This is an optimization exercise on Yosys and OpenROAD, whose aim is small area, a short achievable clock period and few clock cycles per item, not a production implementation.
In this exercise RTL edits were held to simulation tests only and were not proved equivalent to the original.

==> inputs of v17 <==
==> flow/design.v <==
module gcd(
      input [31:0]      a_in,
      input [31:0]      b_in,
      input             start,
      input             reset_n,
      input             clk,
      output [31:0]     result,
      output            done
      );
      reg [31:0] na, nb;     
      wire [31:0] a = ~na;
      wire [31:0] b = ~nb;
      reg        busy;       
      wire [31:0] x  = a ^ b;
      wire [31:0] n  = a & b;
      wire [31:0] t  = ~x;             
      wire [31:0] gg = a & x;          
      reg  [31:0] G, P;                
      integer lv, i;
      always @* begin
            G = gg;
            P = t;
            for (lv = 0; lv < 5; lv = lv + 1)
                  for (i = 0; i < 32; i = i + 1)
                        if (i[lv]) begin
                              G[i] = G[i] | (P[i] & G[((i >> lv) << lv) - 1]);
                              P[i] = P[i] & P[((i >> lv) << lv) - 1];
                        end
      end
      wire [32:0] c0 = {G, 1'b0};         
      wire [32:0] c1 = {G | P, 1'b1};     
      wire [31:0] dab = t ^ c1[31:0];     
      wire [31:0] dba = ~(t ^ c0[31:0]);  
      wire a_gt = c0[32];                 
      wire b_gt = ~c1[32];                
      wire eq = &t;
      assign done = busy & (eq | ~|a | ~|b);
      assign result = a | b;
      wire [31:0] u = x | n;           
      reg  [31:0] any, va, vb, v1, v2;
      integer w;
      always @* begin
            any = u;
            va = a;
            vb = b;
            v1 = {1'b0, x[31:1]};
            v2 = {2'b0, x[31:2]};
            for (lv = 0; lv < 5; lv = lv + 1) begin
                  w = 1 << lv;
                  for (i = 0; i < 32; i = i + 2 * (1 << lv)) begin
                        va[i] = va[i] | (~any[i] & va[i + w]);
                        vb[i] = vb[i] | (~any[i] & vb[i + w]);
                        v1[i] = v1[i] | (~any[i] & v1[i + w]);
                        v2[i] = v2[i] | (~any[i] & v2[i + w]);
                        any[i] = any[i] | any[i + w];
                  end
            end
      end
      wire ak = va[0];                 
      wire bk = vb[0];                 
      wire x1 = v1[0];                 
      wire x2 = v2[0];                 
      wire sub = ak & bk;
      wire a_step = ~ak | (bk & a_gt);
      wire b_step = ~bk | (ak & b_gt);
      wire [1:0] sh = x1 ? 2'd0 : x2 ? 2'd1 : 2'd2;   
      reg [31:0] a_nx, b_nx;
      always @* begin
            if (!sub)
                  a_nx = {1'b0, a[31:1]};
            else case (sh)
                  2'd0: a_nx = {1'b0, dab[31:1]};
                  2'd1: a_nx = {2'b0, dab[31:2]};
                  default: a_nx = {3'b0, dab[31:3]};
            endcase
            if (!sub)
                  b_nx = {1'b0, b[31:1]};
            else case (sh)
                  2'd0: b_nx = {1'b0, dba[31:1]};
                  2'd1: b_nx = {2'b0, dba[31:2]};
                  default: b_nx = {3'b0, dba[31:3]};
            endcase
      end
      always @(posedge clk, negedge reset_n) begin
            if (!reset_n)
                  busy <= 1'b0;
            else if (start)
                  busy <= 1'b1;
      end
      always @(posedge clk) begin
            if (start) begin
                  na <= ~a_in;
                  nb <= ~b_in;
            end
            else begin
                  if (a_step) na <= ~a_nx;
                  if (b_step) nb <= ~b_nx;
            end
      end
endmodule
==> flow/flow/run.sh <==
#!/bin/bash
set -e
cp standard.sh standard_sh.log
rm -rf scripts
cp -r "$FLOW_HOME/scripts" scripts
cp flow/abc_speed.script scripts/abc_speed.script
export BUFFER_PORTS_ARGS="-buffer_cell sky130_fd_sc_hd__buf_1"
bash standard.sh SCRIPTS_DIR="$PWD/scripts" finish > standard.log 2>&1
==> flow/flow/abc_speed.script <==
&get -n
&st
&dch
&nf -R 1000
&st
&dch
&nf -R 1000
&put
buffer -c
topo
stime -c
upsize -c
dnsize -c
==> flow/standard.sh <==
#!/bin/bash
# synth_recipe.tcl (not shown) runs the flow's synth.tcl, then flattens the netlist and writes it again
# the make line also repeats each setting of config.mk as NAME=value (left out here)
make -C /OpenROAD-flow-scripts/flow DESIGN_CONFIG=/design/flow/config.mk WORK_HOME=/design/flow/orfs CLKGATE_MAP_FILE= SYNTH_SCRIPT=/design/flow/synth_recipe.tcl "${@:-finish}"
==> flow/config.mk <==
export PLATFORM = sky130hd
export DESIGN_NAME = gcd
export DESIGN_NICKNAME = gcd
export VERILOG_FILES = /design/flow/design.v
export SDC_FILE = /design/flow/constraint.sdc
export NUM_CORES = 4
export LEC_CHECK = 0
export CAP_MARGIN = 20
export CORE_MARGIN = 2
export CORE_UTILIZATION = 65
export CTS_BUF_LIST = sky130_fd_sc_hd__clkbuf_8
export PLACE_DENSITY = 0.75
export SETUP_SLACK_MARGIN = 0.0
export SLEW_MARGIN = 20
==> flow/constraint.sdc <==
create_clock -name core_clock -period 4.0 [get_ports {clk}]
set_input_delay 0.8000 -clock core_clock [delete_from_list [all_inputs] [get_ports {clk}]]
set_output_delay 0.8000 -clock core_clock [all_outputs]
set_load 0.01 [all_outputs]
==> inputs of v6, as changes to v17 <==
==> flow/design.v, changed modules only <==
module gcd(
      input [31:0]      a_in,
      input [31:0]      b_in,
      input             start,
      input             reset_n,
      input             clk,
      output [31:0]     result,
      output            done
      );
      reg [31:0] a, b;
      reg        busy;       
      wire [31:0] x  = a ^ b;
      wire [31:0] n  = a & b;
      wire [31:0] t  = ~x;             
      wire [31:0] gg = a & x;          
      reg  [31:0] G, P;                
      integer lv, i;
      always @* begin
            G = gg;
            P = t;
            for (lv = 0; lv < 5; lv = lv + 1)
                  for (i = 0; i < 32; i = i + 1)
                        if (i[lv]) begin
                              G[i] = G[i] | (P[i] & G[((i >> lv) << lv) - 1]);
                              P[i] = P[i] & P[((i >> lv) << lv) - 1];
                        end
      end
      wire [32:0] c0 = {G, 1'b0};         
      wire [32:0] c1 = {G | P, 1'b1};     
      wire [31:0] dab = t ^ c1[31:0];     
      wire [31:0] dba = ~(t ^ c0[31:0]);  
      wire a_gt = c0[32];                 
      wire b_gt = ~c1[32];                
      wire eq = &t;
      assign done = busy & (eq | ~|a | ~|b);
      assign result = a | b;
      wire [31:0] u = x | n;           
      reg  [31:0] below;                
      always @* begin
            below = {u[30:0], 1'b0};
            for (lv = 0; lv < 5; lv = lv + 1)
                  for (i = 0; i < 32; i = i + 1)
                        if (i[lv])
                              below[i] = below[i] | below[((i >> lv) << lv) - 1];
      end
      wire [31:0] lo = ~below;         
      wire ak = |(a & lo);                           
      wire bk = |(b & lo);                           
      wire x1 = |({1'b0, x[31:1]} & lo);             
      wire x2 = |({2'b0, x[31:2]} & lo);             
      wire sub = ak & bk;
      wire a_step = ~ak | (bk & a_gt);
      wire b_step = ~bk | (ak & b_gt);
      wire [1:0] sh = x1 ? 2'd0 : x2 ? 2'd1 : 2'd2;   
      reg [31:0] a_nx, b_nx;
      always @* begin
            if (!sub)
                  a_nx = {1'b0, a[31:1]};
            else case (sh)
                  2'd0: a_nx = {1'b0, dab[31:1]};
                  2'd1: a_nx = {2'b0, dab[31:2]};
                  default: a_nx = {3'b0, dab[31:3]};
            endcase
            if (!sub)
                  b_nx = {1'b0, b[31:1]};
            else case (sh)
                  2'd0: b_nx = {1'b0, dba[31:1]};
                  2'd1: b_nx = {2'b0, dba[31:2]};
                  default: b_nx = {3'b0, dba[31:3]};
            endcase
      end
      always @(posedge clk, negedge reset_n) begin
            if (!reset_n)
                  busy <= 1'b0;
            else if (start)
                  busy <= 1'b1;
      end
      always @(posedge clk) begin
            if (start) begin
                  a <= a_in;
                  b <= b_in;
            end
            else begin
                  if (a_step) a <= a_nx;
                  if (b_step) b <= b_nx;
            end
      end
endmodule
==> flow/flow/run.sh (replaced) <==
#!/bin/bash
cp standard.sh standard_sh.log
export BUFFER_PORTS_ARGS="-buffer_cell sky130_fd_sc_hd__buf_1"
export RECOVER_POWER=100
bash standard.sh > standard.log 2>&1
CORE_UTILIZATION = 40   (was 65)
PLACE_DENSITY = 0.6   (was 0.75)
SETUP_SLACK_MARGIN = not set   (was 0.0)
removed: flow/flow/abc_speed.script
==> qor summary <==
Critical path startpoint: v17 nb[0]; v6 a[11]
Filler Cells Inserted: v17 824; v6 2089
Outcome: v17 no timing/DRC/antenna violations; v6 complete, but fails checks
Layout check failures: v17 -; v6 max-capacitance violations, max-slew violations
DP Cell Count: v17 1157; v6 1434
Headroom to the max-slew limit: v17 39.70%; v6 -39.32%
Row count: v17 39; v6 51
Via density per instance: v17 7.022; v6 6.247
Clock buf/inv share: v17 1.797%; v6 1.745%
Tightest hold margin: v17 189.5 ps; v6 158.3 ps
Seq/Total Area, Yosys: v17 25.96%; v6 24.20%
Final RePlAce weighted congestion: v17 1.041; v6 1.023
Core area: v17 11320 µm²; v6 19590 µm²
Vias: v17 8286; v6 9095
M1 wire length: v17 10430 µm; v6 14160 µm
X dimension of the die: v17 111.4 µm; v6 145.8 µm
Signal buf overhead: v17 9.671%; v6 10.55%
Router iterations before antenna repair: v17 8; v6 7
Testbench counts of v17, summed over its fixed seeds: cycles 13,892, items 1,600.
Testbench counts of v6, summed over its fixed seeds: cycles 13,892, items 1,600.

* * *

==> v30: inputs <==
Starts from the design.v that is shown in full above.
clock: 4.0 ns
lec_check: 0
cap_margin: 20
core_margin: 2
core_utilization: 65
cts_buf_list: sky130_fd_sc_hd__clkbuf_8
place_density: 0.75
setup_slack_margin: 0.1
slew_margin: 20
standard.sh (not shown) runs the stock make flow with config.mk's settings and CLKGATE_MAP_FILE= SYNTH_SCRIPT=/design/flow/synth_recipe.tcl, a recipe that flattens the netlist after the stock synthesis.
==> flow/flow/run.sh <==
#!/bin/bash
set -e
cp standard.sh standard_sh.log
rm -rf scripts
cp -r "$FLOW_HOME/scripts" scripts
cp flow/abc_speed.script scripts/abc_speed.script
export BUFFER_PORTS_ARGS="-buffer_cell sky130_fd_sc_hd__buf_1"
bash standard.sh SCRIPTS_DIR="$PWD/scripts" finish > standard.log 2>&1
==> flow/flow/abc_speed.script <==
&get -n
&st
&dch
&nf -R 1000
&put
buffer -c
topo
stime -c
upsize -c
dnsize -c
==> v20 (differences from v30) <==
--- a/flow/design.v
+++ b/flow/design.v
@@ -8,17 +8,14 @@
       output            done
       );
-      reg [31:0] na, nb;     
-      wire [31:0] a = ~na;
-      wire [31:0] b = ~nb;
+      reg [31:0] a, b;
       reg        busy;       
-      wire [31:0] x  = a ^ b;
-      wire [31:0] n  = a & b;
-      wire [31:0] t  = ~x;             
-      wire [31:0] gg = a & x;          
+      wire [31:0] t  = a ~^ b;         
+      wire [31:0] pg = a | ~b;         
+      wire [31:0] gg = a & ~b;         
       reg  [31:0] G, P;                
       integer lv, i;
       always @* begin
             G = gg;
-            P = t;
+            P = pg;
             for (lv = 0; lv < 5; lv = lv + 1)
                   for (i = 0; i < 32; i = i + 1)
@@ -37,28 +34,19 @@
       assign done = busy & (eq | ~|a | ~|b);
       assign result = a | b;
-      wire [31:0] u = x | n;           
-      reg  [31:0] any, va, vb, v1, v2;
-      integer w;
+      wire [31:0] u = a | b;
+      reg  [31:0] below;                
       always @* begin
-            any = u;
-            va = a;
-            vb = b;
-            v1 = {1'b0, x[31:1]};
-            v2 = {2'b0, x[31:2]};
-            for (lv = 0; lv < 5; lv = lv + 1) begin
-                  w = 1 << lv;
-                  for (i = 0; i < 32; i = i + 2 * (1 << lv)) begin
-                        va[i] = va[i] | (~any[i] & va[i + w]);
-                        vb[i] = vb[i] | (~any[i] & vb[i + w]);
-                        v1[i] = v1[i] | (~any[i] & v1[i + w]);
-                        v2[i] = v2[i] | (~any[i] & v2[i + w]);
-                        any[i] = any[i] | any[i + w];
-                  end
-            end
+            below = {u[30:0], 1'b0};
+            for (lv = 0; lv < 5; lv = lv + 1)
+                  for (i = 31; i >= 0; i = i - 1)
+                        if (i >= (1 << lv))
+                              below[i] = below[i] | below[i - (1 << lv)];
       end
-      wire ak = va[0];                 
-      wire bk = vb[0];                 
-      wire x1 = v1[0];                 
-      wire x2 = v2[0];                 
+      wire [31:0] lo = u & ~below;
+      wire [31:0] x  = a ^ b;
+      wire ak = |(a & lo);                           
+      wire bk = |(b & lo);                           
+      wire x1 = |({1'b0, x[31:1]} & lo);             
+      wire x2 = |({2'b0, x[31:2]} & lo);             
       wire sub = ak & bk;
       wire a_step = ~ak | (bk & a_gt);
@@ -90,10 +78,10 @@
       always @(posedge clk) begin
             if (start) begin
-                  na <= ~a_in;
-                  nb <= ~b_in;
+                  a <= a_in;
+                  b <= b_in;
             end
             else begin
-                  if (a_step) na <= ~a_nx;
-                  if (b_step) nb <= ~b_nx;
+                  if (a_step) a <= a_nx;
+                  if (b_step) b <= b_nx;
             end
       end
==> flow/run.sh (new file) <==
#!/bin/bash
# synth_recipe.tcl (not shown) runs the flow's synth.tcl, then flattens the netlist and writes it again
# the make line also repeats each setting of config.mk as NAME=value (left out here)
make -C /OpenROAD-flow-scripts/flow DESIGN_CONFIG=/design/flow/config.mk WORK_HOME=/design/flow/orfs CLKGATE_MAP_FILE= SYNTH_SCRIPT=/design/flow/synth_recipe.tcl finish
--- a/flow/config.mk
+++ b/flow/config.mk
@@ -8,7 +8,5 @@
 export CAP_MARGIN = 20
 export CORE_MARGIN = 2
-export CORE_UTILIZATION = 65
-export CTS_BUF_LIST = sky130_fd_sc_hd__clkbuf_8
-export PLACE_DENSITY = 0.75
-export SETUP_SLACK_MARGIN = 0.1
+export CORE_UTILIZATION = 40
+export PLACE_DENSITY = 0.6
 export SLEW_MARGIN = 20
removed: flow/flow/run.sh
removed: flow/flow/abc_speed.script
removed: flow/standard.sh
==> v21 (differences from v30) <==
--- a/flow/design.v
+++ b/flow/design.v
@@ -38,27 +38,17 @@
       assign result = a | b;
       wire [31:0] u = x | n;           
-      reg  [31:0] any, va, vb, v1, v2;
-      integer w;
+      reg  [31:0] below;                
       always @* begin
-            any = u;
-            va = a;
-            vb = b;
-            v1 = {1'b0, x[31:1]};
-            v2 = {2'b0, x[31:2]};
-            for (lv = 0; lv < 5; lv = lv + 1) begin
-                  w = 1 << lv;
-                  for (i = 0; i < 32; i = i + 2 * (1 << lv)) begin
-                        va[i] = va[i] | (~any[i] & va[i + w]);
-                        vb[i] = vb[i] | (~any[i] & vb[i + w]);
-                        v1[i] = v1[i] | (~any[i] & v1[i + w]);
-                        v2[i] = v2[i] | (~any[i] & v2[i + w]);
-                        any[i] = any[i] | any[i + w];
-                  end
-            end
+            below = {u[30:0], 1'b0};
+            for (lv = 0; lv < 5; lv = lv + 1)
+                  for (i = 0; i < 32; i = i + 1)
+                        if (i[lv])
+                              below[i] = below[i] | below[((i >> lv) << lv) - 1];
       end
-      wire ak = va[0];                 
-      wire bk = vb[0];                 
-      wire x1 = v1[0];                 
-      wire x2 = v2[0];                 
+      wire [31:0] lo = ~below;         
+      wire ak = |(a & lo);                           
+      wire bk = |(b & lo);                           
+      wire x1 = |({1'b0, x[31:1]} & lo);             
+      wire x2 = |({2'b0, x[31:2]} & lo);             
       wire sub = ak & bk;
       wire a_step = ~ak | (bk & a_gt);
==> flow/flow/abc_speed.script (replaced) <==
&get -n
&st
&dch
&nf -R 1000
&st
&dch
&nf -R 1000
&put
buffer -c
topo
stime -c
upsize -c
dnsize -c
==> notes <==
- v30 produced a clean layout. v21 finished but fails on setup timing. v20 finished clean.
- Setup slack: v21 < v20 < v30.
- The highest synthesized area belongs to v20, the lowest to v21.
- Core utilization: v21 > v30 > v20.
- Of v21 and v30, v30 has the higher clock-buffer cell count (gap 4).
Testbench counts of v30, summed over its fixed seeds: cycles 13,892, items 1,600.
Testbench counts of v20, summed over its fixed seeds: cycles 13,892, items 1,600.
Testbench counts of v21, summed over its fixed seeds: cycles 13,892, items 1,600.

## what the ideal ports hide
In the flow no input, the clock included, has a driving cell. The finished layouts below were timed again as built, in two steps.
Step 1 assumes that a clkbuf_16 drives the clock port and a buf_2 every other input.
Step 2 moves the port delays by t, midway between the first and last clock arrival at a register: inputs arrive t later, outputs are due t later. That takes back most of the time a late clock gives input paths.
Three values: ideal, step 1, step 2; two values: the first two.
run | shift t [ns] | setup slack, ns | worst setup path at the end | latest minus earliest clock arrival (ns) | worst slew at a driven data input, ns
v17 | 0.405 | 0.068 / 0.032 / 0.236 | register to register | 0.013 / 0.013 | 0.05
v6 | 0.423 | 0.097 / 0.076 / 0.018 | input to register | 0.011 / 0.012 | 0.04
v30 | 0.419 | 0.153 / 0.113 / 0.223 | register to register | 0.013 / 0.012 | 0.04
v20 | 0.402 | 0.108 / 0.108 / 0.108 | register to register | 0.013 / 0.013 | 0.05
v21 | 0.405 | -0.091 / -0.131 / 0.149 | register to register | 0.014 / 0.014 | 0.04
The setup slack of v6, which loses most, moves by -0.021 ns with the drivers and by -0.079 ns with both steps.
